This design comes from an exercise in tuning for small area on the open sky130 flow, not from production work.
At most, simulation tests tie the RTL to the original design; equivalence was not proved.
No functional check of the RTL was part of runs 1 to 4.
In runs 7 and 8 the design's own scripts or RTL, not TritonCTS, make the clock network.
The clock input has no modelled driver; a real chip could not lean on it and would need a root buffer or a full tree.
Power is estimated from default activity; no workload was simulated.

### flow/config.mk
export PLATFORM = sky130hd
export DESIGN_NAME = top
export DESIGN_NICKNAME = top
export VERILOG_FILES = /design/flow/design.v
export SDC_FILE = /design/flow/constraint.sdc
export NUM_CORES = 4
export LEC_CHECK = 0
export CAP_MARGIN = 20
export CORE_MARGIN = 2
export CORE_UTILIZATION = 40
export CTS_BUF_LIST = sky130_fd_sc_hd__clkbuf_8
export PLACE_DENSITY = 0.6
export SLEW_MARGIN = 20
### flow/constraint.sdc
create_clock -name core_clock -period 5.0 [get_ports {clk}]
set_input_delay 1.0000 -clock core_clock [delete_from_list [all_inputs] [get_ports {clk}]]
set_output_delay 1.0000 -clock core_clock [all_outputs]
set_load 0.01 [all_outputs]
### flow/design.v
module top(
  input clk,
  input rst_n,
  input din_rx,
  output dout_tx_s1,
  output dout_tx_s2,
  output [31:0] addr_tx_s1,
  output [31:0] addr_tx_s2
    );
  reg [3:0] rp;
  reg [5:0] rc1;
  wire r_idle = ~rp[3] & rp[1] & ~rp[0];                     
  wire r_stop = ~rp[3] & ~rp[1] & rp[0];                     
  wire rc1_51 = ~rc1[5] & ~rc1[4] & ~rc1[3] & ~rc1[2];       
  wire strobe = rp[3] & rc1_51;                              
  wire rx_done = r_stop & din_rx & rc1_51;                   
  always @(posedge clk) begin
    if (!rst_n)
      rp <= 4'd2;
    else if (r_idle) begin
      if (!din_rx) rp <= 4'd7;
    end else if (r_stop) begin
      if (din_rx & rc1_51) rp <= 4'd2;
    end else if (rc1_51)
      rp <= rp + 4'd1;
  end
  always @(posedge clk) begin
    if (r_idle)
      rc1 <= 6'd27;
    else if (rc1_51) begin
      if (!r_stop) rc1 <= 6'd5;
    end else if (!r_stop | din_rx)
      rc1 <= {rc1[4:0], rc1[5] ^ rc1[4]};
  end
  reg [3:0] k;
  reg [1:0] sel;        
  reg pw;               
  reg pw_seen;          
  reg [15:0] wd;        
  reg [31:0] wan;       
  reg [1:0] b;          
  reg [3:0] p;          
  reg [5:0] c;
  reg [1:0] gn;         
  wire active = ~(b[1] & b[0]);
  wire c50 = c[5] & ~c[4] & c[3] & ~c[2] & c[1];
  wire c_m2 = ~c[4] & ~c[3] & ~c[2] & ~c[1] & ~c[0];
  wire c_m1 = ~c[5] & ~c[4] & ~c[3] & ~c[2] & ~c[1];
  wire release_parser = active & (b == 2'd1) & (p == 4'd0) & c_m1;
  wire k_wait = ~k[3] & ~k[2];                  
  wire k_last = k[3] & k[2] & k[1] & k[0];      
  wire start = rx_done & k_last & (pw | pw_seen);
  always @(posedge clk) begin
    if (!rst_n) begin
      k <= 4'd6;
      pw_seen <= 0;
    end else begin
      if (k_wait) begin
        if (release_parser) k <= 4'd6;
      end else if (rx_done)
        k <= k + 4'd1;
      if (rx_done & k_last)
        pw_seen <= pw_seen | pw;
    end
  end
  always @(posedge clk) begin
    if (strobe & ~k[3] & ~k[0]) begin            
      if (rp[2:0] == 3'd0) sel[0] <= din_rx;
      if (rp[2:0] == 3'd1) sel[1] <= din_rx;
    end
    if (strobe & ~k[3] & k[0] & (rp[2:0] == 3'd0))    
      pw <= din_rx;
  end
  wire wd_rx  = strobe & pw & k[3] & ~k[2] & ~k[1];
  wire wd_tx  = active & c50 & (p >= 4'd1) & (p <= 4'd8) & ~b[1];
  always @(posedge clk) begin
    if (wd_rx | wd_tx)
      wd <= {wd_rx ? din_rx : wd[0], wd[15:1]};
    if (strobe & pw & k[3] & k[2])
      wan <= {~din_rx, wan[31:1]};
  end
  always @(posedge clk) begin
    if (!rst_n)
      b <= 2'd3;
    else if (start) begin
      b <= 2'd0;
      p <= 4'd0;
      c <= 6'd47;
    end else if (active) begin
      if (c50) begin
        if (p == 4'd10) begin
          b <= b + 2'd1;       
          p <= 4'd0;
          c <= 6'd48;
        end else begin
          p <= p + 4'd1;
          c <= 6'd2;
        end
      end else
        c <= {c[4:0], c[5] ^ c[4]};
    end
  end
  always @(posedge clk) begin
    if (!rst_n)
      gn <= 2'b11;
    else if (active & (p == 4'd0) & c_m2) begin
      if (b == 2'd0) gn <= ~{sel == 2'b01, sel == 2'b10};
      else if (b == 2'd2) gn <= 2'b11;
    end
  end
  reg tx1, tx2;
  always @(posedge clk) begin
    if (!rst_n) begin
      tx1 <= 0;
      tx2 <= 0;
    end else if (!active | (p == 4'd10)) begin
      tx1 <= 1;
      tx2 <= 1;
    end else if (c50) begin
      if (p == 4'd0) begin
        tx1 <= 0;
        tx2 <= 0;
      end else if (p <= 4'd8) begin
        tx1 <= ~gn[0] & wd[0];
        tx2 <= ~gn[1] & wd[0];
      end
    end
  end
  assign dout_tx_s1 = tx1;
  assign dout_tx_s2 = tx2;
  wire [31:0] an = {wan[7:0], wan[15:8], wan[23:16], wan[31:24]};
  assign addr_tx_s1 = ~(an | {32{gn[0]}});
  assign addr_tx_s2 = ~(an | {32{gn[1]}});
endmodule
### flow/flow/run.sh
#!/bin/bash
set -euo pipefail
bash standard.sh synth > synth.log 2>&1
bash standard.sh "BUFFER_PORTS_ARGS=-buffer_cell sky130_fd_sc_hd__buf_1" finish > layout.log 2>&1
### flow/standard.sh
#!/bin/bash
# synth_recipe.tcl (not shown) runs the flow's synth.tcl, then flattens the netlist and writes it again
# the make line also repeats each setting of config.mk as NAME=value (left out here)
make -C /OpenROAD-flow-scripts/flow DESIGN_CONFIG=/design/flow/config.mk WORK_HOME=/design/flow/orfs CLKGATE_MAP_FILE= SYNTH_SCRIPT=/design/flow/synth_recipe.tcl "${@:-finish}"
==> results of run 1 <==
==> layer usage <==
| metal | wire, um | vias to the layer above | GRT usage [%] |
|---|---|---|---|
| met5 | 0 | - | 0 |
| li1 | - | 1220 | - |
| met2 | 3160 | 78 | 22.1 |
| met3 | 372 | 7 | 3.62 |
| met1 | 3150 | 1165 | 19.5 |
| met4 | 70 | 0 | 4.74 |
==> cell type report <==
| class | count | area [um^2] |
|---|---|---|
| fill | 807 | 4570 |
| sequential | 82 | 2250 |
| multi-input combinational | 200 | 1200 |
| timing repair buffer | 69 | 263 |
| tap | 108 | 135 |
| clock buffer | 9 | 124 |
| clock inverter | 7 | 71.3 |
| inverter | 14 | 52.6 |
==> worst paths after layout <==
kind               start  endpoint  slack, ns  cells after the start
hold / removal    wd[11]    wd[10]       0.43                      0
hold reg to reg   wd[11]    wd[10]       0.43                      0
setup / recovery  din_rx      c[5]       2.35                      5
setup reg to reg  rc1[4]    wd[15]       2.47                      6
==> state kept, by name (all words and copies together), names as in the netlist <==
name / count
c: 6
rp: 4
wan: 32
tx2: 1
k: 4
rc1: 6
wd: 16
pw: 1
gn: 2
p: 4
pw_seen: 1
tx1: 1
sel: 2
b: 2
==> per-stage QoR <==
stage               hold WS, ns  cell area (um^2)  cells  utilization (%)
detailed placement        0.405              3910    473             45.0
floorplan                 0.400              3570    311                -
CTS                       0.430              4100    489             47.3
finish                    0.426              4100    489             47.3
global route              0.435              4100    489             47.3
global placement          0.405              3910    473             45.0
==> cell families (layout without fill, tap and decap cells) <==
group	after synthesis	count (layout)	share of synthesized area, %
compound gates	33	33	6.17
xor+xnor	6	6	1.47
fa+ha+maj	15	15	5.26
buf+inv	29	99	3.29
flops	82	82	63.1
mux	6	6	1.72
simple gates	140	140	19.0
==> power by group through the flow <==
stage          clock network (uW)  registers [uW]  logic (uW)
5_1_grt                       510             785         139
4_1_cts                       481             781         125
6_report                      467             781         124
3_3_place_gp                    0             795         123
3_5_place_dp                    0             796         126
2_1_floorplan                   0             785         112
==> layout by cell type (no fill, tap or decap), drive strengths merged, types with 8 or more instances in the layout <==
| master | instances |
|---|---|
| a21oi | 9 |
| buf | 69 |
| clkbuf | 9 |
| dfxtp | 21 |
| edfxtp | 61 |
| ha | 15 |
| inv | 18 |
| nand2 | 15 |
| nor2 | 82 |
| nor3 | 8 |
| o21ai | 8 |
==> critical path: cells and delay by family <==
kind / cells / cell delay (ns)
AOI/OAI and AO/OA: 1 / 0.50
and+or+nand+nor: 2 / 0.69
buffers and inverters: 2 / 0.45
==> results_dict.tcl, run 1 <==
set metrics [dict create \
    ys_seq_area_share_pct 63.1 \
    ys.flop_type "edfxtp_1" \
    vias_per_cell 5.05 \
    yosysMostFrequentCell "nor2_1" \
    final-hold-violation-count 0 \
    post-route-drc-count 0 \
    die_x_um 98.5 \
    cp-start-kind "primary input" \
    relSlewSlack_pct 49.6 \
    syn_nets 329 \
    critPathMaxFanout 11 \
    tightestPinTransition_ns 0.745 \
    synth_top_area_share_pct 51.3 \
    combPwrFrac_pct 9.0 \
    path_cells "buf_1 -> nand4_1 -> nor4_4 -> inv_2 -> a21oi_1" \
    port_buffers 68 \
    dp_slack_ns 2.00 \
    grt_pass1_wl_um 10800 \
    cp-end-kind "flip-flop" \
    ir_worst_vdd_mv 0.186 \
    rsz0062_at_grt "false" \
    clock_power_share_pct 34.1 \
    drt_iter0_drc 80 \
    synth-edff-count 61 \
    final_layout_size_suffix_gt1_share_pct 7.35 \
    wl_um 6760 \
    p_total_uw 1370 \
    yosys-top-cells-area "edfxtp_1 51%, dfxtp_1 12%, nor2_1 8.6%, ha_1 5.3%, nand2_1 1.6%" \
    min_period_ns 2.65 \
    clockRootBuffer "clkbuf_8" \
    p_leak_uw 0.00146 \
    yosys_warnings 1 \
    vias 2470 \
    die_y_um 98.5 \
    antenna_cells 0 \
    grt_usage_pct 14.2 \
    power_switching_uw 367 \
    core_area_um2 8680 \
    max-cap-violations 0 \
    cts_buffer_depth 2 \
    antenna_left 0 \
    dpl.hpwl_um 4720 \
    grt_max_degree 35 \
    rows 34 \
    clock_skew_ns 0.00938 \
    grt_antenna_before_repair 0 \
    syn_inst 311 \
    avgSynthCellArea_um2 11.5 \
    dr.pass1.iters 5 \
    worst-setup-path-type "in -> reg" \
    gr-total-overflow 0 \
    fin_ws_ns 2.35 \
    synth_top_cell_by_area "edfxtp_1" \
    cts.htree.levels 3 \
    clkSinkCount 82 \
    max_stage_delay_ns 0.50 \
    ys_ff_latch 82 \
    cts_resized 0 \
    clock.fmax_mhz 377 \
    cts_buffers 9 \
    cellPowerDensity_nw_per_um2 334 \
    p_int_uw 1010 \
    synth_common_cells "82 x nor2_1, 61 x edfxtp_1, 21 x dfxtp_1" \
    synthArstFlopShare_pct 0 \
    swShare_pct 26.7 \
    gp_congestion 0.798 \
    areaGrowthSynthToFinish_pct 14.9 \
    finalSetupTns_ns 0 \
    yosysUniqueCellTypes 46 \
    ctsHoldBuffers 0 \
    finalNetCount 394 \
    clk_pin_slew_worst_paths_ns 0.09 \
    dieArea_um2 9700 \
    crit_arrival_ns 2.65 \
    routedWlPerCell_um 13.8 \
    finalSetupViolations 0 \
    slowest_stage "a21oi_1" \
    syn_area_um2 3570 \
    clk_latency_ns 0.36 \
    seqPwrFrac_pct 56.9 \
    required_ns 5.00 \
    cts_tree "built" \
    hold_path_class "reg -> reg" \
    drv_slew 0 \
    cts_setup_buffers 0 \
    grt_pass1_vias 2195 \
    status "timing/DRC/antenna clean" \
    start_util_pct 41.1 \
    num_io_pins 69 \
    post-route-period-util_pct 53.1 \
]
==> inputs of run 2 (changes only) <==
==> flow/flow/run.sh (replaced) <==
#!/bin/bash
set -euo pipefail
bash standard.sh synth > synth.log 2>&1
bash standard.sh \
  "BUFFER_PORTS_ARGS=-buffer_cell sky130_fd_sc_hd__buf_1" \
  "CTS_ARGS=-sink_clustering_enable -repair_clock_nets -dont_use_dummy_load -buf_list sky130_fd_sc_hd__clkbuf_8" \
  finish > layout.log 2>&1
==> flow/config.mk (replaced) <==
export PLATFORM = sky130hd
export DESIGN_NAME = top
export DESIGN_NICKNAME = top
export VERILOG_FILES = /design/flow/design.v
export SDC_FILE = /design/flow/constraint.sdc
export NUM_CORES = 4
export LEC_CHECK = 0
export CAP_MARGIN = 0
export CORE_MARGIN = 2
export CORE_UTILIZATION = 60
export PLACE_DENSITY = 0.8
export SLEW_MARGIN = 0
==> run 2 against run 1 <==
Compared with the run above: synthesized cell count is the same; global-route usage grew 5.7 points; non-clock buffer count is the same; worst hold slack lost 0.012 ns; combinational power is essentially flat; die area shrank 32%.
==> results_dict.tcl, run 2 <==
set metrics [dict create \
    clkSinkCount 82 \
    routedWlPerCell_um 14.1 \
    start_util_pct 61.0 \
    seqPwrFrac_pct 62.0 \
    hold_depth 0 \
    dieArea_um2 6580 \
    cts_buffers 9 \
    final_util_pct 68.2 \
    p_int_uw 972 \
    gp_congestion 0.787 \
    areaGrowthSynthToFinish_pct 11.7 \
    dpl.hpwl_um 4460 \
    max-cap-violations 0 \
    power_switching_uw 289 \
    core_area_um2 5850 \
    ys.flop_type "edfxtp_1" \
    crit_arrival_ns 1.74 \
    gr-total-overflow 0 \
    die_x_um 81.1 \
    grt_antenna_before_repair 0 \
    syn_nets 329 \
    ys_ff_latch 82 \
    wl_um 6350 \
    rsz0062_at_grt "false" \
    final_cells 449 \
    drv_slew 0 \
    yosysMostFrequentCell "nor2_1" \
    rows 28 \
    synthArstFlopShare_pct 0 \
    hp-start "wd[12]" \
    finalSetupViolations 0 \
    swShare_pct 22.9 \
    grt_pass1_vias 2047 \
    finalNetCount 394 \
    synth-edff-count 61 \
    syn_area_um2 3570 \
    ir_worst_vdd_mv 0.232 \
    clockRootBuffer "clkbuf_8" \
    synth_common_cells "82 x nor2_1, 61 x edfxtp_1, 21 x dfxtp_1" \
    required_ns 4.00 \
    antenna_cells 0 \
    avgSynthCellArea_um2 11.5 \
    ff2ff_path_depth 6 \
    clock_skew_ns 0.0260 \
    p_leak_uw 0.00144 \
    cp-end-kind "output port" \
    post-route-period-util_pct 54.7 \
    clock_power_share_pct 28.1 \
    yosys-top-cells-area "edfxtp_1 51%, dfxtp_1 12%, nor2_1 8.6%, ha_1 5.3%, nand2_1 1.6%" \
    relSlewSlack_pct 26.3 \
    antenna_left 0 \
    worst-setup-path-type "reg -> out" \
    placed_area_um2 3860 \
    crit_start "gn[1]" \
    placedCellCount 440 \
    finalSetupTns_ns 0 \
    cellPowerDensity_nw_per_um2 316 \
    cts.htree.levels 3 \
    final_layout_size_suffix_gt1_share_pct 5.08 \
    synth_top_cell_by_area "edfxtp_1" \
    fin_area_um2 3990 \
    mostFrequentLayoutCells "81 x nor2_1, 68 x buf_1, 61 x edfxtp_1" \
    reg_top3 "wan (32), wd (16)" \
    grt_usage_pct 19.9 \
    tightestPinTransition_ns 1.10 \
    combPwrFrac_pct 9.9 \
    yosysUniqueCellTypes 46 \
    mostFrequentLayoutCell "nor2_1" \
    grt_pass1_wl_um 9600 \
    min_period_ns 2.74 \
    num_io_pins 69 \
    reg2reg_from "rc1[4]" \
    synth_top_area_share_pct 51.3 \
    port_buffers 68 \
    die_y_um 81.1 \
    yosys_warnings 1 \
    final-hold-violation-count 0 \
    cts_setup_buffers 0 \
    vias 2409 \
    drt_iter0_drc 213 \
    fillers 434 \
    status "timing/DRC/antenna clean" \
    clock.fmax_mhz 366 \
    ys_seq_area_share_pct 63.1 \
    largest_reg_flops 32 \
    p_total_uw 1260 \
    cts_tree "built" \
    clk_pin_slew_worst_paths_ns 0.08 \
    syn_inst 311 \
    ctsHoldBuffers 0 \
    cp-start-kind "flip-flop" \
    vias_per_cell 5.37 \
    clk_latency_ns 0.35 \
    cts_resized 0 \
    hold_path_class "reg -> reg" \
    critPathMaxFanout 34 \
    grt_max_degree 35 \
    dr.pass1.iters 5 \
    largest-register "wan" \
    cts_buffer_depth 2 \
    post-route-drc-count 0 \
]
-- run 2: cell counts after synthesis --
Identical to the previous run, type by type.
-- run 2: cell type report --
cell class              instances  area (um^2)  area share, %
well taps                      75         93.8           2.35
flip-flops and latches         82         2250           56.5
repair buffers                 69          263           6.59
clock buffers                   9          124           3.11
inverters                      14         52.6           1.32
multi-input cells             200         1200           30.2
-- run 2: final timing paths --
check / endpoint / slack [ns]
worst max-delay path: addr_tx_s2[17] / 2.26
worst min-delay path: wd[11] / 0.41
worst max register to register: wd[0] / 2.44
worst min register to register: wd[11] / 0.41
-- run 2: worst max-delay path, stage by stage, from the launching register on --
cell     delay [ns]
dfxtp_1        1.05
nor2_1         0.15
buf_1          0.19
-- run 2: power by group through the flow --
| stage | combinational, uW | sequential [uW] | clock, uW |
|---|---|---|---|
| global placement | 122 | 795 | 0 |
| CTS | 125 | 782 | 362 |
| global route | 144 | 787 | 394 |
| detailed placement | 125 | 797 | 0 |
| finish | 125 | 782 | 354 |
| floorplan | 112 | 785 | 0 |
-- run 2: cells by family after synthesis --
logic type | after synthesis | synth area share (%)
and+or+nand+nor | 140 | 19.0
DFF | 82 | 63.1
AOI/OAI and AO/OA | 33 | 6.17
buffers and inverters | 29 | 3.29
adders and majority gates | 15 | 5.26
xor gates and xnor gates | 6 | 1.47
muxes | 6 | 1.72
-- run 2: metal layers --
layer / vias to the layer above / part of all wire [%] / GRT usage, %
met5: - / 0 / 0
met3: 9 / 3.7 / 4.56
met2: 50 / 48 / 30.3
li1: 1211 / - / -
met1: 1139 / 47 / 27.0
met4: 0 / 1.5 / 10.0
-- run 2: metrics by stage --
| step | hold WS, ns | worst slack [ns] |
|---|---|---|
| 2_1_floorplan | 0.400 | 2.13 |
| 3_3_place_gp | 0.405 | 2.11 |
| 3_5_place_dp | 0.405 | 1.98 |
| 4_1_cts | 0.413 | 2.23 |
| 5_1_grt | 0.418 | 2.12 |
| 6_report | 0.414 | 2.26 |
==> inputs of run 3 (changes only) <==
==> flow/flow/run.sh (replaced) <==
#!/bin/bash
set -euo pipefail
bash standard.sh synth > synth.log 2>&1
bash standard.sh \
  "BUFFER_PORTS_ARGS=-buffer_cell sky130_fd_sc_hd__buf_1" \
  "CTS_ARGS=-repair_clock_nets -dont_use_dummy_load -buf_list sky130_fd_sc_hd__clkbuf_16 -root_buf sky130_fd_sc_hd__clkbuf_16" \
  finish > layout.log 2>&1
==> run 3 against run 2 <==
Compared with the run above: largest cell class unchanged; power rose by 14%; fmax rose by 0.65%; via count rose by 2.4%; highest routed layer unchanged; utilization rose by 1.7 points.
==> results_dict.tcl, run 3 <==
set metrics [dict create \
    post-route-period-util_pct 54.4 \
    clockRootBuffer "clkbuf_16" \
    clk_latency_ns 0.33 \
    die_y_um 81.1 \
    synth_common_cells "82 x nor2_1, 61 x edfxtp_1, 21 x dfxtp_1" \
    r2r-end "c[1]" \
    antenna_left 0 \
    finalSetupViolations 0 \
    wl_um 6500 \
    ys_seq_area_share_pct 63.1 \
    min_to "wd[11]" \
    areaGrowthSynthToFinish_pct 14.5 \
    ys.flop_type "edfxtp_1" \
    routedWlPerCell_um 14.5 \
    avgSynthCellArea_um2 11.5 \
    p_leak_uw 0.00148 \
    ctsHoldBuffers 0 \
    largest_reg_flops 32 \
    crit_start "gn[1]" \
    mostFrequentLayoutCell "nor2_1" \
    post-route-drc-count 0 \
    cp-start-kind "flip-flop" \
    grt_antenna_before_repair 0 \
    min_period_ns 2.72 \
    status "timing/DRC/antenna clean" \
    ys_ff_latch 82 \
    clkSinkCount 82 \
    cts_setup_buffers 0 \
    clock_skew_ns 0.0170 \
    dp_slack_ns 1.98 \
    gr-total-overflow 0 \
    clock.fmax_mhz 368 \
    yosysMostFrequentCell "nor2_1" \
    crit_arrival_ns 1.72 \
    fillers 418 \
    max_stage_delay_ns 1.07 \
    clk_pin_slew_worst_paths_ns 0.06 \
    slowest_stage "dfxtp_1" \
    gp_congestion 0.787 \
    grt_pass1_vias 2074 \
    cp-end-kind "output port" \
    grt_usage_pct 20.4 \
    hp-start "wd[12]" \
    yosys-top-cells-area "edfxtp_1 51%, dfxtp_1 12%, nor2_1 8.6%, ha_1 5.3%, nand2_1 1.6%" \
    synth_top_cell_by_area "edfxtp_1" \
    rrSetupSlack_ns 2.47 \
    vias_per_cell 5.50 \
    max-cap-violations 0 \
    drv_slew 0 \
    worst-setup-path-type "reg -> out" \
    final-hold-violation-count 0 \
    synthArstFlopShare_pct 0 \
    syn_nets 329 \
    reg2reg_from "rc1[4]" \
    port_buffers 68 \
    hold_path_class "reg -> reg" \
    reg_top3 "wan (32), wd (16)" \
    finalNetCount 394 \
    syn_area_um2 3570 \
    largest-register "wan" \
    final_layout_size_suffix_gt1_share_pct 5.08 \
    cts_buffer_depth 2 \
    required_ns 4.00 \
    cts_resized 0 \
    grt_pass1_wl_um 9870 \
    critPathMaxFanout 34 \
    yosys_warnings 1 \
    cts.htree.levels 3 \
    syn_inst 311 \
    grt_max_degree 35 \
    hold_slack_ns 0.412 \
    ir_worst_vdd_mv 0.242 \
    die_x_um 81.1 \
    path_cells "nor2_1 -> buf_1" \
    vias 2468 \
    relSlewSlack_pct 24.6 \
    cts_tree "built" \
    dr.pass1.iters 5 \
    mostFrequentLayoutCells "81 x nor2_1, 68 x buf_1, 61 x edfxtp_1" \
    fin_ws_ns 2.28 \
    finalSetupTns_ns 0 \
    drt_iter0_drc 202 \
    dieArea_um2 6580 \
    synth-edff-count 61 \
    cts_buffers 9 \
    antenna_cells 0 \
    tightestPinTransition_ns 1.13 \
    num_io_pins 69 \
    hold_depth 0 \
    cellPowerDensity_nw_per_um2 352 \
    rows 28 \
    core_area_um2 5850 \
    rsz0062_at_grt "false" \
    start_util_pct 61.0 \
    ff2ff_path_depth 6 \
    p_total_uw 1440 \
    dpl.hpwl_um 4460 \
    synth_top_area_share_pct 51.3 \
    yosysUniqueCellTypes 46 \
]
run 3: where the power goes:
group          switching [uW]  internal (uW)
sequential               31.7            752
clock                     216            315
combinational            65.0           60.3
run 3: worst max-delay path by stage:
stage | end | slack [ns] | cells past startpoint
2_1_floorplan | wan[0] | 2.13 | 5
3_3_place_gp | c[2] | 2.11 | 5
3_5_place_dp | c[1] | 1.98 | 5
4_1_cts | addr_tx_s2[12] | 2.26 | 2
5_1_grt | c[1] | 2.06 | 5
6_report | addr_tx_s2[8] | 2.28 | 2
run 3: layer usage:
layer | share of wire, % | vias up | track usage [%]
met5 | 0 | - | 0
met4 | 0.17 | 0 | 7.80
met3 | 4.6 | 2 | 5.78
met2 | 50 | 80 | 31.6
met1 | 45 | 1170 | 27.5
li1 | - | 1216 | -
run 3: cells by family (layout without fill, tap and decap cells):
logic type	after synthesis	count (layout)	synth area share, %
compound gates	33	33	6.17
xor+xnor	6	6	1.47
fa+ha+maj	15	15	5.26
buf+inv	29	92	3.29
flops	82	82	63.1
mux	6	6	1.72
simple gates	140	140	19.0
run 3: critical path: cells and delay by family, from the launching register on:
kind,cells,cell delay [ns]
AND/OR/NAND/NOR,1,0.14
flip-flops,1,1.07
buffers and inverters,1,0.19
run 3: area by class of cell:
| type | instances | area (um^2) | area share, % |
|---|---|---|---|
| tap | 75 | 93.8 | 2.29 |
| inverter | 14 | 52.6 | 1.28 |
| timing repair buffer | 69 | 263 | 6.42 |
| multi-input combinational | 200 | 1200 | 29.4 |
| clock buffer | 9 | 225 | 5.51 |
| sequential | 82 | 2250 | 55.1 |
run 3: through the flow:
step,instances,util [%],cell area [um^2]
finish,449,69.9,4090
global route,449,69.9,4090
CTS,449,69.9,4090
detailed placement,440,66.1,3860
global placement,440,66.1,3860
floorplan,311,-,3570
==> inputs of run 4 (changes only) <==
==> flow/flow/run.sh (replaced) <==
#!/bin/bash
set -euo pipefail
bash standard.sh synth > synth.log 2>&1
bash standard.sh \
  "BUFFER_PORTS_ARGS=-buffer_cell sky130_fd_sc_hd__buf_1" \
  "CTS_ARGS=-sink_clustering_enable -sink_clustering_size 30 -sink_clustering_max_diameter 200 -repair_clock_nets -dont_use_dummy_load -buf_list sky130_fd_sc_hd__clkbuf_8" \
  finish > layout.log 2>&1
==> run 4 against run 3 <==
Compared with the run above: critical endpoint is now addr_tx_s2[17]; count of clock-buffer cells in the layout stayed put; clock power is 33% lower; via count is 2.4% lower; first-iteration DRC count is 5.4% higher; worst setup slack worse by 0.018 ns; utilization is 1.7 points lower; still clean; final cell count stayed put; sequential power hardly changed; worst hold slack better by 0.0020 ns; power is 12% lower; critical path depth stayed put; register-to-register slack worse by 0.03 ns.
==> results_dict.tcl, run 4 <==
set metrics [dict create \
    status "timing/DRC/antenna clean" \
    gp_congestion 0.787 \
    cts_setup_buffers 0 \
    yosysMostFrequentCell "nor2_1" \
    tightestPinTransition_ns 1.10 \
    regArea_um2 2250 \
    worst-setup-path-type "reg -> out" \
    cts.htree.levels 3 \
    combPwrFrac_pct 9.9 \
    largest_reg_flops 32 \
    slowest_stage "dfxtp_1" \
    critPathMaxFanout 34 \
    grt_pass1_wl_um 9600 \
    p_int_uw 972 \
    post-route-drc-count 0 \
    synth_top_cell_by_area "edfxtp_1" \
    mostFrequentLayoutCell "nor2_1" \
    grt_pass1_vias 2047 \
    finalNetCount 394 \
    yosysUniqueCellTypes 46 \
    vias 2409 \
    finalSetupTns_ns 0 \
    relSlewSlack_pct 26.3 \
    yosys-top-cells-area "edfxtp_1 51%, dfxtp_1 12%, nor2_1 8.6%, ha_1 5.3%, nand2_1 1.6%" \
    cts_buffers 9 \
    wl_um 6350 \
    routedWlPerCell_um 14.1 \
    clockRootBuffer "clkbuf_8" \
    clock_skew_ns 0.0260 \
    swShare_pct 22.9 \
    final_util_pct 68.2 \
    dr.pass1.iters 5 \
    clock_power_share_pct 28.1 \
    synthArstFlopShare_pct 0 \
    yosys_warnings 1 \
    die_y_um 81.1 \
    num_io_pins 69 \
    drt_iter0_drc 213 \
    dpl.hpwl_um 4460 \
    antenna_cells 0 \
    reg2reg_from "rc1[4]" \
    ys.flop_type "edfxtp_1" \
    post-route-period-util_pct 54.7 \
    synth_common_cells "82 x nor2_1, 61 x edfxtp_1, 21 x dfxtp_1" \
    multiInputGateArea_um2 1200 \
    min_period_ns 2.74 \
    rows 28 \
    hold_depth 0 \
    grt_antenna_before_repair 0 \
    fillers 434 \
    min_to "wd[11]" \
    start_util_pct 61.0 \
    path_cells "nor2_1 -> buf_1" \
    dieArea_um2 6580 \
    syn_area_um2 3570 \
    drv_slew 0 \
    ff2ff_path_depth 6 \
    ir_worst_vdd_mv 0.232 \
    vias_per_cell 5.37 \
    power_switching_uw 289 \
    cts_resized 0 \
    cellPowerDensity_nw_per_um2 316 \
    port_buffers 68 \
    cts_buffer_depth 2 \
    avgSynthCellArea_um2 11.5 \
    synth_top_area_share_pct 51.3 \
    mostFrequentLayoutCells "81 x nor2_1, 68 x buf_1, 61 x edfxtp_1" \
    finalSetupViolations 0 \
    core_area_um2 5850 \
    required_ns 4.00 \
    synth-edff-count 61 \
    clkSinkCount 82 \
    rsz0062_at_grt "false" \
    syn_inst 311 \
    clock.fmax_mhz 366 \
    cts_tree "built" \
    crit_arrival_ns 1.74 \
    die_x_um 81.1 \
    syn_nets 329 \
    ys_seq_area_share_pct 63.1 \
    clk_latency_ns 0.35 \
    antenna_left 0 \
    seqPwrFrac_pct 62.0 \
    reg_top3 "wan (32), wd (16)" \
    rrSetupSlack_ns 2.44 \
    hp-start "wd[12]" \
    p_leak_uw 0.00144 \
    r2r-end "wd[0]" \
    gr-total-overflow 0 \
    grt_max_degree 35 \
    final_layout_size_suffix_gt1_share_pct 5.08 \
    largest-register "wan" \
    cp-end-kind "output port" \
    grt_usage_pct 19.9 \
    max_stage_delay_ns 1.05 \
    cp-start-kind "flip-flop" \
    clk_pin_slew_worst_paths_ns 0.08 \
    hold_path_class "reg -> reg" \
    areaGrowthSynthToFinish_pct 11.7 \
    max-cap-violations 0 \
    final-hold-violation-count 0 \
    ctsHoldBuffers 0 \
    ys_ff_latch 82 \
]
run 4: cell counts after synthesis:
No cell type changed its count.
run 4: worst max-delay path by stage:
stage                start             end
floorplan           rc1[4]          wan[0]
global placement    din_rx            c[2]
detailed placement  din_rx            c[1]
CTS                  gn[1]  addr_tx_s2[17]
global route        din_rx            c[1]
finish               gn[1]  addr_tx_s2[17]
run 4: area by class of cell:
type                       count  area share (%)
multi-input combinational    200            30.2
tap                           75            2.35
sequential                    82            56.5
clock buffer                   9            3.11
timing repair buffer          69            6.59
inverter                      14            1.32
run 4: cell families after synthesis:
logic type | count (synthesis) | synth area share (%)
xor gates and xnor gates | 6 | 1.47
DFF | 82 | 63.1
adders and majority gates | 15 | 5.26
and+or+nand+nor | 140 | 19.0
AOI/OAI and AO/OA | 33 | 6.17
muxes | 6 | 1.72
buffers and inverters | 29 | 3.29
run 4: layer usage:
metal | part of all wire [%] | up-vias | global-route usage (%) | wire [um]
met3 | 3.7 | 9 | 4.56 | 232
li1 | - | 1211 | - | -
met2 | 48 | 50 | 30.3 | 3050
met4 | 1.5 | 0 | 10.0 | 97
met1 | 47 | 1139 | 27.0 | 2970
met5 | 0 | - | 0 | 0
run 4: critical path: cells and delay by family (launching register included):
| family | cells | cell delay [ns] |
|---|---|---|
| flip-flops | 1 | 1.05 |
| buffers and inverters | 1 | 0.19 |
| AND/OR/NAND/NOR | 1 | 0.15 |
run 4: power by group through the flow:
stage	clock network, uW	registers (uW)	logic (uW)
after floorplan	0	785	112
after global placement	0	795	122
after detailed placement	0	797	125
after CTS	362	782	125
after global routing	394	787	144
final	354	782	125
run 4: stage by stage:
stage | setup WS (ns) | power (uW) | hold WS, ns | cell area [um^2] | cells
2_1_floorplan | 2.13 | 897 | 0.400 | 3570 | 311
3_3_place_gp | 2.11 | 917 | 0.405 | 3860 | 440
3_5_place_dp | 1.98 | 922 | 0.405 | 3860 | 440
4_1_cts | 2.23 | 1270 | 0.413 | 3990 | 449
5_1_grt | 2.12 | 1320 | 0.418 | 3990 | 449
6_report | 2.26 | 1260 | 0.414 | 3990 | 449
==> inputs of run 5 (changes only) <==
--- a/flow/design.v
+++ b/flow/design.v
@@ -39,13 +39,18 @@
   reg [15:0] wd;        
   reg [31:0] wan;       
-  reg [1:0] b;          
-  reg [3:0] p;          
+  reg [1:0] b;
+  reg [3:0] p;
   reg [5:0] c;
   reg [1:0] gn;         
-  wire active = ~(b[1] & b[0]);
+  wire idle  = b[1] & ~b[0];
+  wire byte0 = ~b[1] & ~b[0];
+  wire byte1 = ~b[1] & b[0];
+  wire byte2 = b[1] & b[0];
+  wire p_wait = ~p[3] & p[2];                   
+  wire p_stop = ~p[3] & ~p[1] & p[0];           
   wire c50 = c[5] & ~c[4] & c[3] & ~c[2] & c[1];
   wire c_m2 = ~c[4] & ~c[3] & ~c[2] & ~c[1] & ~c[0];
   wire c_m1 = ~c[5] & ~c[4] & ~c[3] & ~c[2] & ~c[1];
-  wire release_parser = active & (b == 2'd1) & (p == 4'd0) & c_m1;
+  wire release_parser = byte1 & p_wait & c_m1;
   wire k_wait = ~k[3] & ~k[2];                  
   wire k_last = k[3] & k[2] & k[1] & k[0];      
@@ -73,5 +78,5 @@
   end
   wire wd_rx  = strobe & pw & k[3] & ~k[2] & ~k[1];
-  wire wd_tx  = active & c50 & (p >= 4'd1) & (p <= 4'd8) & ~b[1];
+  wire wd_tx  = c50 & p[3] & ~b[1];
   always @(posedge clk) begin
     if (wd_rx | wd_tx)
@@ -81,30 +86,32 @@
   end
   always @(posedge clk) begin
+    if (start) begin
+      p <= 4'd7;
+      c <= 6'd47;
+    end else if (c50) begin
+      if (p_stop) begin
+        p <= 4'd7;
+        c <= 6'd48;
+      end else begin
+        p <= p + 4'd1;
+        c <= 6'd2;
+      end
+    end else
+      c <= {c[4:0], c[5] ^ c[4]};
+  end
+  always @(posedge clk) begin
     if (!rst_n)
-      b <= 2'd3;
-    else if (start) begin
-      b <= 2'd0;
-      p <= 4'd0;
-      c <= 6'd47;
-    end else if (active) begin
-      if (c50) begin
-        if (p == 4'd10) begin
-          b <= b + 2'd1;       
-          p <= 4'd0;
-          c <= 6'd48;
-        end else begin
-          p <= p + 4'd1;
-          c <= 6'd2;
-        end
-      end else
-        c <= {c[4:0], c[5] ^ c[4]};
-    end
+      b <= 2'b10;
+    else if (start)
+      b <= 2'b00;
+    else if (~idle & c50 & p_stop)
+      b <= {b[0], ~b[1]};      
   end
   always @(posedge clk) begin
     if (!rst_n)
       gn <= 2'b11;
-    else if (active & (p == 4'd0) & c_m2) begin
-      if (b == 2'd0) gn <= ~{sel == 2'b01, sel == 2'b10};
-      else if (b == 2'd2) gn <= 2'b11;
+    else if (p_wait & c_m2) begin
+      if (byte0) gn <= ~{sel == 2'b01, sel == 2'b10};
+      else if (byte2) gn <= 2'b11;
     end
   end
@@ -114,12 +121,12 @@
       tx1 <= 0;
       tx2 <= 0;
-    end else if (!active | (p == 4'd10)) begin
+    end else if (idle | p_stop) begin
       tx1 <= 1;
       tx2 <= 1;
     end else if (c50) begin
-      if (p == 4'd0) begin
+      if (p_wait) begin
         tx1 <= 0;
         tx2 <= 0;
-      end else if (p <= 4'd8) begin
+      end else if (p[3]) begin
         tx1 <= ~gn[0] & wd[0];
         tx2 <= ~gn[1] & wd[0];
==> flow/flow/run.sh (replaced) <==
#!/bin/bash
set -euo pipefail
bash standard.sh synth > synth.log 2>&1
bash standard.sh \
  "BUFFER_PORTS_ARGS=-buffer_cell sky130_fd_sc_hd__buf_1" \
  "CTS_ARGS=-sink_clustering_enable -repair_clock_nets -dont_use_dummy_load -buf_list sky130_fd_sc_hd__clkbuf_8" \
  "RECOVER_POWER=100" \
  finish > layout.log 2>&1
==> run 5 against run 4 <==
Compared with the run above: fmax decreased by 20%; now fails the layout checks on max-capacitance violations, max-slew violations; register-to-register slack got worse by 0.87 ns; sequential power decreased by 1%; via count increased by 0.37%; utilization is 1.3 points higher; count of clock-buffer cells in the layout is the same; die area down 2.3%; critical path depth is 4 higher; critical path type is now reg -> reg; clock power about the same; sequential share of layout area down 0.53 points.
==> results_dict.tcl, run 5 <==
set metrics [dict create \
    synth-edff-count 51 \
    grt_pass1_vias 2176 \
    cp-start-kind "flip-flop" \
    fin_ws_ns 1.57 \
    largest-register "wan" \
    routedWlPerCell_um 14.2 \
    min_period_ns 3.43 \
    seqPwrFrac_pct 61.6 \
    hold_depth 0 \
    grt_pass1_wl_um 10100 \
    clk_pin_slew_worst_paths_ns 0.07 \
    gr-total-overflow 0 \
    rrSetupSlack_ns 1.57 \
    yosysUniqueCellTypes 55 \
    combPwrFrac_pct 10.2 \
    num_io_pins 69 \
    rsz0062_at_grt "false" \
    syn_inst 308 \
    clkSinkCount 82 \
    gp_congestion 0.829 \
    port_buffers 68 \
    post-route-period-util_pct 68.7 \
    p_int_uw 962 \
    swShare_pct 23.4 \
    status "complete, but fails checks" \
    grt_usage_pct 21.2 \
    clock_skew_ns 0.0180 \
    critPathMaxFanout 32 \
    syn_nets 322 \
    largest_reg_flops 32 \
    grt_antenna_before_repair 0 \
    die_y_um 80.2 \
    check-failures "max-capacitance violations, max-slew violations" \
    grt_max_degree 35 \
    p_total_uw 1260 \
    die_x_um 80.2 \
    ctsHoldBuffers 0 \
    synth_top_cell_by_area "edfxtp_1" \
    slowest_stage "clkbuf_1" \
    cts_setup_buffers 0 \
    syn_area_um2 3480 \
    cts_buffers 9 \
    cts_tree "built" \
    drt_iter0_drc 124 \
    antenna_cells 0 \
    rows 27 \
    hp-start "wd[10]" \
    yosys_warnings 1 \
    yosys-top-cells-area "edfxtp_1 44%, dfxtp_1 18%, nor2_1 8.8%, ha_1 4.0%, nand2_1 1.7%" \
    vias_per_cell 5.46 \
    min_to "wd[9]" \
    relSlewSlack_pct -6.89 \
    crit_arrival_ns 3.37 \
    hold_path_class "reg -> reg" \
    tightestPinTransition_ns 1.60 \
    cp-end-kind "flip-flop" \
    finalSetupTns_ns 0 \
    worst-setup-path-type "reg -> reg" \
    drv_slew 33 \
    synth_top_area_share_pct 44.0 \
    final_util_pct 69.4 \
    final-hold-violation-count 0 \
    ys.flop_type "edfxtp_1" \
    dr.pass1.iters 4 \
    p_leak_uw 0.00139 \
    cts_buffer_depth 2 \
    start_util_pct 62.9 \
    core_area_um2 5540 \
    cts_resized 0 \
    power_switching_uw 294 \
    max_stage_delay_ns 1.16 \
    vias 2418 \
    reg2reg_from "rc1[4]" \
    dpl.hpwl_um 4280 \
    hold_slack_ns 0.420 \
    r2r-end "wan[11]" \
    clockRootBuffer "clkbuf_8" \
    cts.htree.levels 3 \
    path_cells "inv_1 -> ha_1 -> nor3b_1 -> nand3_1 -> nor2_2 -> clkbuf_1" \
    post-route-drc-count 0 \
    antenna_left 0 \
    finalSetupViolations 0 \
    mostFrequentLayoutCells "81 x nor2_1, 67 x buf_1, 51 x edfxtp_1" \
    ys_ff_latch 82 \
    cellPowerDensity_nw_per_um2 326 \
    ys_seq_area_share_pct 61.8 \
    finalNetCount 387 \
    areaGrowthSynthToFinish_pct 10.5 \
    clock.fmax_mhz 291 \
    final_layout_size_suffix_gt1_share_pct 6.74 \
    dieArea_um2 6430 \
    mostFrequentLayoutCell "nor2_1" \
    synth_common_cells "82 x nor2_1, 51 x edfxtp_1, 31 x dfxtp_1" \
    yosysMostFrequentCell "nor2_1" \
    ff2ff_path_depth 6 \
    dp_slack_ns 2.56 \
    synthArstFlopShare_pct 0 \
    wl_um 6270 \
    ir_worst_vdd_mv 0.254 \
    max-cap-violations 1 \
    clock_power_share_pct 28.2 \
    clk_latency_ns 0.35 \
    required_ns 4.94 \
    avgSynthCellArea_um2 11.3 \
    reg_top3 "wan (32), wd (16)" \
]
## run 5: worst max-delay path by stage
| stage | startpoint | to | slack [ns] | depth (start not counted) |
|---|---|---|---|---|
| after floorplan | rc1[4] | wan[0] | 2.21 | 5 |
| after global placement | din_rx | c[3] | 2.63 | 4 |
| after detailed placement | rc1[4] | wd[6] | 2.56 | 6 |
| after CTS | gn[0] | addr_tx_s1[13] | 2.27 | 2 |
| after global routing | rc1[4] | wan[30] | 1.17 | 6 |
| final | rc1[4] | wan[11] | 1.57 | 6 |
## run 5: cell type report
| type | instances | area [um^2] |
|---|---|---|
| Timing Repair Buffer | 69 | 259 |
| Clock buffer | 9 | 124 |
| Sequential cell | 82 | 2150 |
| Multi-Input combinational cell | 198 | 1170 |
| Fill cell | 412 | 1690 |
| Inverter | 13 | 48.8 |
| Tap cell | 72 | 90.1 |
## run 5: cells by family (layout without fill, tap and decap cells)
kind of cell	Yosys count	after routing	share of synthesized area, %
buffers and inverters	28	91	3.56
DFF	82	82	61.8
AOI/OAI and AO/OA	34	34	6.61
adders and majority gates	11	11	3.95
xor gates and xnor gates	4	4	1.01
and+or+nand+nor	144	144	21.6
muxes	5	5	1.51
## run 5: power groups by stage
stage | logic, uW | registers (uW) | clock network [uW]
2_1_floorplan | 121 | 780 | 0
3_3_place_gp | 129 | 790 | 0
3_5_place_dp | 134 | 791 | 0
4_1_cts | 134 | 776 | 364
5_1_grt | 144 | 780 | 396
6_report | 128 | 773 | 355
## run 5: through the flow
step           cell area (um^2)  cells
2_1_floorplan              3480    308
3_3_place_gp               3760    434
3_5_place_dp               3760    434
4_1_cts                    3890    443
5_1_grt                    3850    443
6_report                   3850    443
## run 5: layer usage
layer | up-vias | global-route usage, % | part of all wire, %
met4 | 0 | 6.78 | 1.5
met5 | - | 0 | 0
met1 | 1135 | 25.6 | 46
li1 | 1195 | - | -
met2 | 76 | 35.3 | 46
met3 | 12 | 7.87 | 6.0
## run 5: worst max-delay path, delay by kind of cell (launching register included)
| family | cells | cell delay (ns) |
|---|---|---|
| buffers and inverters | 2 | 1.23 |
| AND/OR/NAND/NOR | 3 | 1.33 |
| flip-flops | 1 | 0.31 |
| adder cells (fa/ha/maj) | 1 | 0.15 |
==> inputs of run 6 (changes only) <==
==> flow/flow/run.sh (replaced) <==
#!/bin/bash
set -euo pipefail
bash standard.sh synth > synth.log 2>&1
bash standard.sh \
  "BUFFER_PORTS_ARGS=-buffer_cell sky130_fd_sc_hd__buf_1" \
  "CTS_ARGS=-sink_clustering_enable -repair_clock_nets -dont_use_dummy_load -buf_list sky130_fd_sc_hd__clkbuf_8" \
  finish > layout.log 2>&1
==> run 6 against run 5 <==
Compared with the run above: now clean on timing, DRC and antenna; largest power group unchanged; worst setup slack improved by 0.71 ns; synthesized cell count unchanged; critical endpoint is now addr_tx_s1[2]; sequential share of layout area decreased by 0.58 points; global-route usage unchanged; utilization increased by 0.72 points; fmax increased by 26%; worst hold slack improved by 0.00073 ns; routed wire length increased by 0.43%; count of clock-buffer cells in the layout unchanged.
==> results_dict.tcl, run 6 <==
set metrics [dict create \
    status "timing/DRC/antenna clean" \
    clkSinkCount 82 \
    gp_congestion 0.829 \
    tightestPinTransition_ns 1.12 \
    min_period_ns 2.72 \
    dieArea_um2 6430 \
    largest_reg_flops 32 \
    antenna_cells 0 \
    reg_top3 "wan (32), wd (16)" \
    final-hold-violation-count 0 \
    synthArstFlopShare_pct 0 \
    start_util_pct 62.9 \
    syn_area_um2 3480 \
    finalNetCount 387 \
    yosys_warnings 1 \
    num_io_pins 69 \
    clk_latency_ns 0.35 \
    max_stage_delay_ns 1.07 \
    hold_path_class "reg -> reg" \
    antenna_left 0 \
    wl_um 6300 \
    port_buffers 68 \
    ys_ff_latch 82 \
    mostFrequentLayoutCells "81 x nor2_1, 68 x buf_1, 51 x edfxtp_1" \
    gr-total-overflow 0 \
    vias 2442 \
    dpl.hpwl_um 4280 \
    cp.buffers_inverters 1 \
    synth_top_area_share_pct 44.0 \
    ys_seq_area_share_pct 61.8 \
    die_x_um 80.2 \
    cts_resized 0 \
    worst-setup-path-type "reg -> out" \
    areaGrowthSynthToFinish_pct 11.6 \
    cp-end-kind "output port" \
    fillers 402 \
    post-route-drc-count 0 \
    core_area_um2 5540 \
    synth_xor_area_share_pct 1.01 \
    synth_compound_area_share_pct 6.61 \
    clk_pin_slew_worst_paths_ns 0.07 \
    cellPowerDensity_nw_per_um2 326 \
    finalSetupTns_ns 0 \
    avgSynthCellArea_um2 11.3 \
    drt_iter0_drc 89 \
    syn_nets 322 \
    relSlewSlack_pct 25.1 \
    die_y_um 80.2 \
    synth_common_cells "82 x nor2_1, 51 x edfxtp_1, 31 x dfxtp_1" \
    final_layout_size_suffix_gt1_share_pct 8.63 \
    crit_arrival_ns 1.72 \
    syn_inst 308 \
    ctsHoldBuffers 0 \
    cts_buffers 9 \
    dr.pass1.iters 4 \
    cts_setup_buffers 0 \
    synth_top_cell_by_area "edfxtp_1" \
    rsz0062_at_grt "false" \
    routedWlPerCell_um 14.2 \
    clock_skew_ns 0.0180 \
    grt_pass1_wl_um 10100 \
    largest-register "wan" \
    crit_family "flip-flops" \
    ff2ff_path_depth 6 \
    drv_slew 0 \
    grt_antenna_before_repair 0 \
    synthMuxAreaShare_pct 1.51 \
    cts.htree.levels 3 \
    grt_usage_pct 21.2 \
    cp-start-kind "flip-flop" \
    post-route-period-util_pct 54.4 \
    ir_worst_vdd_mv 0.254 \
    grt_max_degree 35 \
    p_leak_uw 0.00140 \
    synthAdderAreaFrac_pct 3.95 \
    finalSetupViolations 0 \
    synth-edff-count 51 \
    required_ns 4.00 \
    clock.fmax_mhz 367 \
    hold_depth 0 \
    grt_pass1_vias 2176 \
    critPathMaxFanout 34 \
    ys.flop_type "edfxtp_1" \
    mostFrequentLayoutCell "nor2_1" \
    path_cells "nor2_1 -> buf_1" \
    synth_top_family_by_area "simple AND/OR/NAND/NOR gates" \
    vias_per_cell 5.51 \
    cts_buffer_depth 2 \
    yosysMostFrequentCell "nor2_1" \
    slowest_stage "dfxtp_1" \
    cts_tree "built" \
    path_depth 2 \
    rows 27 \
    final_util_pct 70.2 \
    yosys-top-cells-area "edfxtp_1 44%, dfxtp_1 18%, nor2_1 8.8%, ha_1 4.0%, nand2_1 1.7%" \
    yosysUniqueCellTypes 55 \
    yosys.area_share.simple_pct 21.6 \
    clockRootBuffer "clkbuf_8" \
    max-cap-violations 0 \
]
run 6: cell families after synthesis:
kind of cell | after synthesis
DFF | 82
buffers and inverters | 28
AOI/OAI and AO/OA | 34
muxes | 5
adders and majority gates | 11
and+or+nand+nor | 144
xor gates and xnor gates | 4
run 6: stage by stage:
step                      instances  area [um^2]  hold WS (ns)  setup slack, ns  power, uW
final                           443         3890         0.420             2.28       1270
after global routing            443         3890         0.421             2.14       1330
after CTS                       443         3890         0.419             2.27       1270
after detailed placement        434         3760         0.405             2.56        924
after global placement          434         3760         0.404             2.63        919
after floorplan                 308         3480         0.400             2.21        901
run 6: routing by layer:
metal	up-vias	wire, um	track usage [%]
met3	8	405	7.87
met4	0	76	6.78
met2	83	2980	35.3
met5	-	0	0
li1	1201	-	-
met1	1150	2840	25.6
run 6: power by group:
part / internal [uW] / total [uW] / switching, uW / leakage (uW)
combinational: 65.2 / 133 / 67.9 / 0.000621
clock: 161 / 356 / 195 / 0.0000647
sequential: 741 / 777 / 36.0 / 0.000714
total: 966 / 1270 / 299 / 0.00140
run 6: final timing paths:
path / from / to / slack, ns
setup / recovery: gn[0] / addr_tx_s1[2] / 2.28
hold / removal: wd[10] / wd[9] / 0.42
setup reg to reg: rc1[4] / wd[1] / 2.60
hold reg to reg: wd[10] / wd[9] / 0.42
run 6: worst reg2reg max path, cell delays in order (launching register included):
cell     delay, ns
dfxtp_1       0.31
inv_1         0.07
ha_1          0.16
nor3b_4       0.43
nand3_1       0.18
or3b_1        0.42
nand2_1       0.49
run 6: cell type report:
class,count,area [um^2],area share (%)
multi-input cells,198,1210,31.1
flip-flops and latches,82,2150,55.4
clock buffers,9,124,3.19
repair buffers,69,263,6.76
well taps,72,90.1,2.32
inverters,13,48.8,1.26
==> inputs of run 7 (changes only) <==
==> flow/flow/run.sh (replaced) <==
#!/bin/bash
# The standard layout (standard.sh, standard synthesis) with three
# changes: the port buffers are the smallest buffer cell, the clock tree is a
# single level of buffers built by flow/cts_pre.tcl, and after the clock tree
# cells with spare slack are shrunk (flow/cts_post.tcl).
set -euo pipefail
F=$(pwd)/flow
bash standard.sh synth > synth.log 2>&1
MY_CTS_NBUF=4 MY_CTS_CELL=sky130_fd_sc_hd__clkbuf_8 bash standard.sh \
  "BUFFER_PORTS_ARGS=-buffer_cell sky130_fd_sc_hd__buf_1" \
  "PRE_CTS_TCL=$F/cts_pre.tcl" \
  "POST_CTS_TCL=$F/cts_post.tcl" \
  finish > layout.log 2>&1
==> flow/flow/cts_post.tcl (new file) <==
# Shrink cells that have timing slack to spare, then fix any slew or
# capacitance limit that the shrinking broke.
estimate_parasitics -placement
repair_timing -recover_power 100 -verbose
repair_design -verbose
detailed_placement
==> flow/flow/cts_pre.tcl (new file) <==
set cts_nbuf $::env(MY_CTS_NBUF)
set cts_cell $::env(MY_CTS_CELL)
set block [ord::get_db_block]
set db [ord::get_db]
set clknet [$block findNet clk]
set pts {}
foreach it [$clknet getITerms] {
  set inst [$it getInst]
  set box [$inst getBBox]
  lappend pts [list [expr {([$box xMin] + [$box xMax]) / 2.0}] [expr {([$box yMin] + [$box yMax]) / 2.0}] $it]
}
set n [llength $pts]
set sorted [lsort -real -index 0 $pts]
set cent {}
for {set g 0} {$g < $cts_nbuf} {incr g} {
  set e [lindex $sorted [expr {int(($g + 0.5) * $n / $cts_nbuf)}]]
  lappend cent [list [lindex $e 0] [lindex $e 1]]
}
set cap [expr {int(ceil(double($n) / $cts_nbuf)) + 2}]
for {set iter 0} {$iter < 50} {incr iter} {
  # balanced assignment: points in order of their best-distance, capped per cluster
  set cand {}
  foreach p $pts {
    for {set g 0} {$g < $cts_nbuf} {incr g} {
      set c [lindex $cent $g]
      lappend cand [list [expr {abs([lindex $p 0] - [lindex $c 0]) + abs([lindex $p 1] - [lindex $c 1])}] $g [lindex $p 2] [lindex $p 0] [lindex $p 1]]
    }
  }
  set cand [lsort -real -index 0 $cand]
  array unset asg
  array unset cnt
  for {set g 0} {$g < $cts_nbuf} {incr g} { set cnt($g) 0; set sx($g) 0.0; set sy($g) 0.0 }
  foreach c $cand {
    set it [lindex $c 2]
    if {[info exists asg($it)]} continue
    set g [lindex $c 1]
    if {$cnt($g) >= $cap} continue
    set asg($it) $g
    incr cnt($g)
    set sx($g) [expr {$sx($g) + [lindex $c 3]}]
    set sy($g) [expr {$sy($g) + [lindex $c 4]}]
  }
  set cent {}
  for {set g 0} {$g < $cts_nbuf} {incr g} {
    lappend cent [list [expr {$sx($g) / max(1, $cnt($g))}] [expr {$sy($g) / max(1, $cnt($g))}]]
  }
}
set master [$db findMaster $cts_cell]
for {set g 0} {$g < $cts_nbuf} {incr g} {
  set inst [odb::dbInst_create $block $master "clkbuf_leaf_$g"]
  set net [odb::dbNet_create $block "clknet_leaf_$g"]
  $net setSigType CLOCK
  [$inst findITerm A] connect $clknet
  [$inst findITerm X] connect $net
  set c [lindex $cent $g]
  set w [$master getWidth]
  $inst setLocation [expr {int([lindex $c 0])}] [expr {int([lindex $c 1])}]
  $inst setPlacementStatus PLACED
  set gnet($g) $net
}
foreach p $pts {
  set it [lindex $p 2]
  $it disconnect
  $it connect $gnet($asg($it))
}
puts "my_cts: $n sinks in $cts_nbuf clusters of [array get cnt] driven by $cts_cell"
rename clock_tree_synthesis orfs_clock_tree_synthesis
proc clock_tree_synthesis {args} {
  set_propagated_clock [all_clocks]
}
==> run 7 against run 6 <==
Compared with the run above: still clean on timing, DRC and antenna; via count is 2.6% lower; sequential share of layout area increased by 1.6 points; clock power is 37% lower; synthesized area stayed put; largest cell class unchanged.
==> results_dict.tcl, run 7 <==
set metrics [dict create \
    yosysMostFrequentCell "nor2_1" \
    wl_um 6120 \
    post-route-period-util_pct 60.3 \
    cp.buffers_inverters 1 \
    largest_reg_flops 32 \
    ys_ff_latch 82 \
    synth_top_cell_by_area "edfxtp_1" \
    mostFrequentLayoutCells "81 x nor2_1, 66 x buf_1, 51 x edfxtp_1" \
    vias_per_cell 5.43 \
    antenna_cells 0 \
    relSlewSlack_pct 20.2 \
    yosys-top-cells-area "edfxtp_1 44%, dfxtp_1 18%, nor2_1 8.8%, ha_1 4.0%, nand2_1 1.7%" \
    vias 2378 \
    dieArea_um2 6430 \
    grt_pass1_vias 2090 \
    synth-edff-count 51 \
    gr-total-overflow 0 \
    antenna_left 0 \
    ys_seq_area_share_pct 61.8 \
    ys.flop_type "edfxtp_1" \
    hold_slack_ns 0.434 \
    max-cap-violations 0 \
    start_util_pct 62.9 \
    finalNetCount 382 \
    synthArstFlopShare_pct 0 \
    p_leak_uw 0.00135 \
    cp-start-kind "flip-flop" \
    placed_area_um2 3760 \
    p_total_uw 1130 \
    dr.pass1.iters 4 \
    syn_inst 308 \
    mostFrequentLayoutCell "nor2_1" \
    grt_usage_pct 19.0 \
    cp-end-kind "flip-flop" \
    post-route-drc-count 0 \
    syn_area_um2 3480 \
    hold_path_class "reg -> reg" \
    clock.fmax_mhz 332 \
    slowest_stage "nor3b_1" \
    syn_nets 322 \
    reg_top3 "wan (32), wd (16)" \
    crit_family "simple AND/OR/NAND/NOR gates" \
    tightestPinTransition_ns 1.19 \
    drt_iter0_drc 130 \
    largest-register "wan" \
    rows 27 \
    yosysUniqueCellTypes 55 \
    final_util_pct 68.2 \
    max_stage_delay_ns 0.95 \
    grt_antenna_before_repair 0 \
    worst-setup-path-type "reg -> reg" \
    die_x_um 80.2 \
    fillers 419 \
    num_io_pins 69 \
    clk_pin_slew_worst_paths_ns 0.12 \
    status "timing/DRC/antenna clean" \
    critPathMaxFanout 16 \
    cellPowerDensity_nw_per_um2 298 \
    ir_worst_vdd_mv 0.264 \
    rsz0062_at_grt "false" \
    gp_congestion 0.829 \
    min_period_ns 3.01 \
    final-hold-violation-count 0 \
    required_ns 4.82 \
    clk_latency_ns 0.17 \
    finalSetupViolations 0 \
    port_buffers 68 \
    crit_arrival_ns 2.84 \
    synth_common_cells "82 x nor2_1, 51 x edfxtp_1, 31 x dfxtp_1" \
    die_y_um 80.2 \
    avgSynthCellArea_um2 11.3 \
    routedWlPerCell_um 14.0 \
    finalSetupTns_ns 0 \
    core_area_um2 5540 \
    grt_max_degree 35 \
    final_layout_size_suffix_gt1_share_pct 5.74 \
    yosys_warnings 1 \
    drv_slew 0 \
    dpl.hpwl_um 4280 \
    clock_skew_ns 0.0301 \
    grt_pass1_wl_um 9800 \
    synth_top_area_share_pct 44.0 \
    path_cells "inv_1 -> ha_1 -> nor3b_1 -> nand3_1 -> or3b_1 -> nand2_1" \
    fin_area_um2 3780 \
    areaGrowthSynthToFinish_pct 8.51 \
]
==> run 7: layout make-up <==
| type | instances | area, um^2 | share of cell area, % |
|---|---|---|---|
| inverter | 13 | 48.8 | 1.29 |
| tap | 72 | 90.1 | 2.38 |
| multi-input combinational | 198 | 1170 | 31.0 |
| timing repair buffer | 69 | 260 | 6.89 |
| sequential | 82 | 2150 | 56.9 |
| buffer | 4 | 55.1 | 1.46 |
==> run 7: metal layers <==
metal / global-route usage [%] / wire (um)
met1: 25.5 / 2840
met2: 34.4 / 2930
met3: 1.12 / 292
met4: 3.22 / 55
met5: 0 / 0
==> run 7: worst paths after layout <==
| kind | start | to | slack, ns | cells past startpoint |
|---|---|---|---|---|
| setup / recovery | rc1[4] | wd[14] | 1.99 | 6 |
| setup reg to reg | rc1[4] | wd[14] | 1.99 | 6 |
| hold / removal | wd[10] | wd[9] | 0.43 | 0 |
| hold reg to reg | wd[10] | wd[9] | 0.43 | 0 |
==> run 7: stage by stage <==
stage               cells  worst slack (ns)
finish                438              1.99
global route          438              1.69
detailed placement    434              2.56
floorplan             308              2.21
global placement      434              2.63
==> run 7: logic make-up after synthesis <==
logic type / Yosys count / share of synthesized area [%]
xor+xnor: 4 / 1.01
simple gates: 144 / 21.6
mux: 5 / 1.51
fa+ha+maj: 11 / 3.95
buf+inv: 28 / 3.56
flops: 82 / 61.8
compound gates: 34 / 6.61
==> run 7: power by group <==
| part | internal (uW) | switching [uW] | total [uW] |
|---|---|---|---|
| Clock | 74.9 | 151 | 226 |
| Combinational | 61.0 | 67.1 | 128 |
| Sequential | 740 | 32.9 | 773 |
| Total | 876 | 251 | 1130 |
==> inputs of run 8 (changes only) <==
--- a/flow/flow/cts_pre.tcl
+++ b/flow/flow/cts_pre.tcl
@@ -17,5 +17,5 @@
   lappend cent [list [lindex $e 0] [lindex $e 1]]
 }
-set cap [expr {int(ceil(double($n) / $cts_nbuf)) + 2}]
+set cap [expr {int(ceil(double($n) / $cts_nbuf))}]
 for {set iter 0} {$iter < 50} {incr iter} {
   # balanced assignment: points in order of their best-distance, capped per cluster
--- a/flow/config.mk
+++ b/flow/config.mk
@@ -8,5 +8,5 @@
 export CAP_MARGIN = 0
 export CORE_MARGIN = 2
-export CORE_UTILIZATION = 60
-export PLACE_DENSITY = 0.8
+export CORE_UTILIZATION = 70
+export PLACE_DENSITY = 0.9
 export SLEW_MARGIN = 0
==> run 8 against run 7 <==
Compared with the run above: clock power hardly changed; critical path depth stayed put; final cell count is 1.1% lower; combinational power hardly changed; via count is 3.9% higher; largest power group unchanged; routed wire length is 10% higher; sequential cell count stayed put; critical path type unchanged; largest cell class unchanged; worst setup slack worse by 0.053 ns.
==> results_dict.tcl, run 8 <==
set metrics [dict create \
    status "timing/DRC/antenna clean" \
    rows 25 \
    core_area_um2 4750 \
    syn_nets 322 \
    port_buffers 68 \
    avgSynthCellArea_um2 11.3 \
    ir_worst_vdd_mv 0.262 \
    final-hold-violation-count 0 \
    antenna_left 0 \
    final_layout_size_suffix_gt1_share_pct 5.74 \
    mostFrequentLayoutCells "81 x nor2_1, 66 x buf_1, 51 x edfxtp_1" \
    yosys_warnings 1 \
    synthArstFlopShare_pct 0 \
    clk_latency_ns 0.17 \
    grt_pass1_wl_um 10400 \
    num_io_pins 69 \
    synth_top_area_share_pct 44.0 \
    grt_pass1_vias 2224 \
    finalNetCount 382 \
    vias 2471 \
    gr-total-overflow 0 \
    crit_start "rc1[4]" \
    cellPowerDensity_nw_per_um2 300 \
    grt_usage_pct 24.0 \
    finalSetupViolations 0 \
    mostFrequentLayoutCell "nor2_1" \
    p_leak_uw 0.00135 \
    clk_pin_slew_worst_paths_ns 0.11 \
    wl_um 6750 \
    areaGrowthSynthToFinish_pct 8.33 \
    grt_max_degree 35 \
    start_util_pct 73.3 \
    largest-register "wan" \
    rsz0062_at_grt "false" \
    gp_congestion 0.807 \
    dr.pass1.iters 4 \
    critPathMaxFanout 16 \
    reg2reg_from "rc1[4]" \
    cp-start-kind "flip-flop" \
    synth_top_cell_by_area "edfxtp_1" \
    post-route-period-util_pct 61.3 \
    yosys-top-cells-area "edfxtp_1 44%, dfxtp_1 18%, nor2_1 8.8%, ha_1 4.0%, nand2_1 1.7%" \
    vias_per_cell 5.71 \
    required_ns 4.81 \
    synth-edff-count 51 \
    post-route-drc-count 0 \
    tightestPinTransition_ns 1.18 \
    hold_slack_ns 0.421 \
    fillers 275 \
    hold_path_class "reg -> reg" \
    min_period_ns 3.07 \
    routedWlPerCell_um 15.6 \
    drt_iter0_drc 202 \
    relSlewSlack_pct 21.0 \
    largest_reg_flops 32 \
    ys.flop_type "edfxtp_1" \
    dieArea_um2 5560 \
    syn_area_um2 3480 \
    antenna_cells 0 \
    syn_inst 308 \
    crit_arrival_ns 2.87 \
    die_x_um 74.5 \
    ys_seq_area_share_pct 61.8 \
    clock_skew_ns 0.0111 \
    reg_top3 "wan (32), wd (16)" \
    clock.fmax_mhz 326 \
    die_y_um 74.5 \
    max-cap-violations 0 \
    finalSetupTns_ns 0 \
    drv_slew 0 \
    cp-end-kind "flip-flop" \
    worst-setup-path-type "reg -> reg" \
    yosysUniqueCellTypes 55 \
    hp-start "wd[7]" \
    synth_common_cells "82 x nor2_1, 51 x edfxtp_1, 31 x dfxtp_1" \
    yosysMostFrequentCell "nor2_1" \
    ys_ff_latch 82 \
    dpl.hpwl_um 4850 \
    grt_antenna_before_repair 0 \
]
-- run 8: final cells by class --
class	count	area, um^2	share of cell area [%]
Tap cell	67	83.8	2.22
Multi-Input combinational cell	198	1170	31.1
Inverter	13	48.8	1.29
Timing Repair Buffer	69	260	6.90
Sequential cell	82	2150	57.0
Buffer	4	55.1	1.46
-- run 8: cell families after synthesis --
kind of cell / count (synthesis) / synth area share (%)
DFF: 82 / 61.8
AOI/OAI and AO/OA: 34 / 6.61
and+or+nand+nor: 144 / 21.6
buffers and inverters: 28 / 3.56
adders and majority gates: 11 / 3.95
muxes: 5 / 1.51
xor gates and xnor gates: 4 / 1.01
-- run 8: path summary, 6_finish.rpt --
path,endpoint,slack (ns),cells after the start
setup reg to reg,wd[1],1.93,6
hold reg to reg,wd[6],0.42,0
setup / recovery,wd[1],1.93,6
hold / removal,wd[6],0.42,0
-- run 8: where the power goes --
part           internal, uW  switching [uW]  total, uW
logic                  62.0            69.3        131
registers               740            33.6        774
clock network          75.0             153        228
-- run 8: layer usage --
layer,up-vias,track usage [%],wire [um]
li1,1192,-,-
met1,1176,30.8,2860
met3,13,1.36,350
met4,0,3.77,104
met2,90,45.7,3440
met5,-,0,0
-- run 8: worst max-delay path, cell delays in order, from the launching register on --
cell and delay [ns]:
dfxtp_1 0.33, inv_1 0.08, ha_1 0.17, nor3b_1 0.95, nand3_1 0.24, or3b_1 0.43, nand2_1 0.50
-- run 8: stage by stage --
step	setup slack (ns)	area [um^2]	std cells	power [uW]	util [%]
after floorplan	2.21	3480	308	901	-
after global placement	2.64	3760	429	918	79.0
after detailed placement	2.54	3760	429	928	79.0
after global routing	1.61	3770	433	1170	79.4
final	1.93	3770	433	1130	79.4

-- afterwards: timing with drivers on the ports --
Ports are ideal in the flow. The routed layouts listed here were re-timed in OpenROAD. Step 1 assumes that a clkbuf_16 drives the clock port and a buf_2 every other input. Step 2, shift: input delay + t, output delay - t, t = (earliest + latest rising clock arrival at the registers) / 2. This alone moves slack from input paths to output paths. Three values: ideal ports, drivers, drivers and shift; two values: the first two.
| run | t, ns | slack for setup (ns) | worst setup path at the end |
|---|---|---|---|
| run 1 | 0.383 | 2.346 / 2.350 / 1.967 | input to register |
| run 2 | 0.364 | 2.265 / 2.238 / 1.961 | input to register |
| run 3 | 0.352 | 2.282 / 2.251 / 1.959 | input to register |
| run 4 | 0.364 | 2.265 / 2.238 / 1.961 | input to register |
| run 5 | 0.368 | 1.566 / 1.566 / 1.566 | register to register |
| run 6 | 0.368 | 2.278 / 2.250 / 2.570 | input to register |
| run 7 | 0.219 | 1.987 / 1.987 / 1.987 | register to register |
| run 8 | 0.222 | 1.934 / 1.934 / 1.934 | register to register |
For run 1, which loses most, drivers alone change the setup slack by +0.004 ns; drivers and shift together by -0.379 ns.
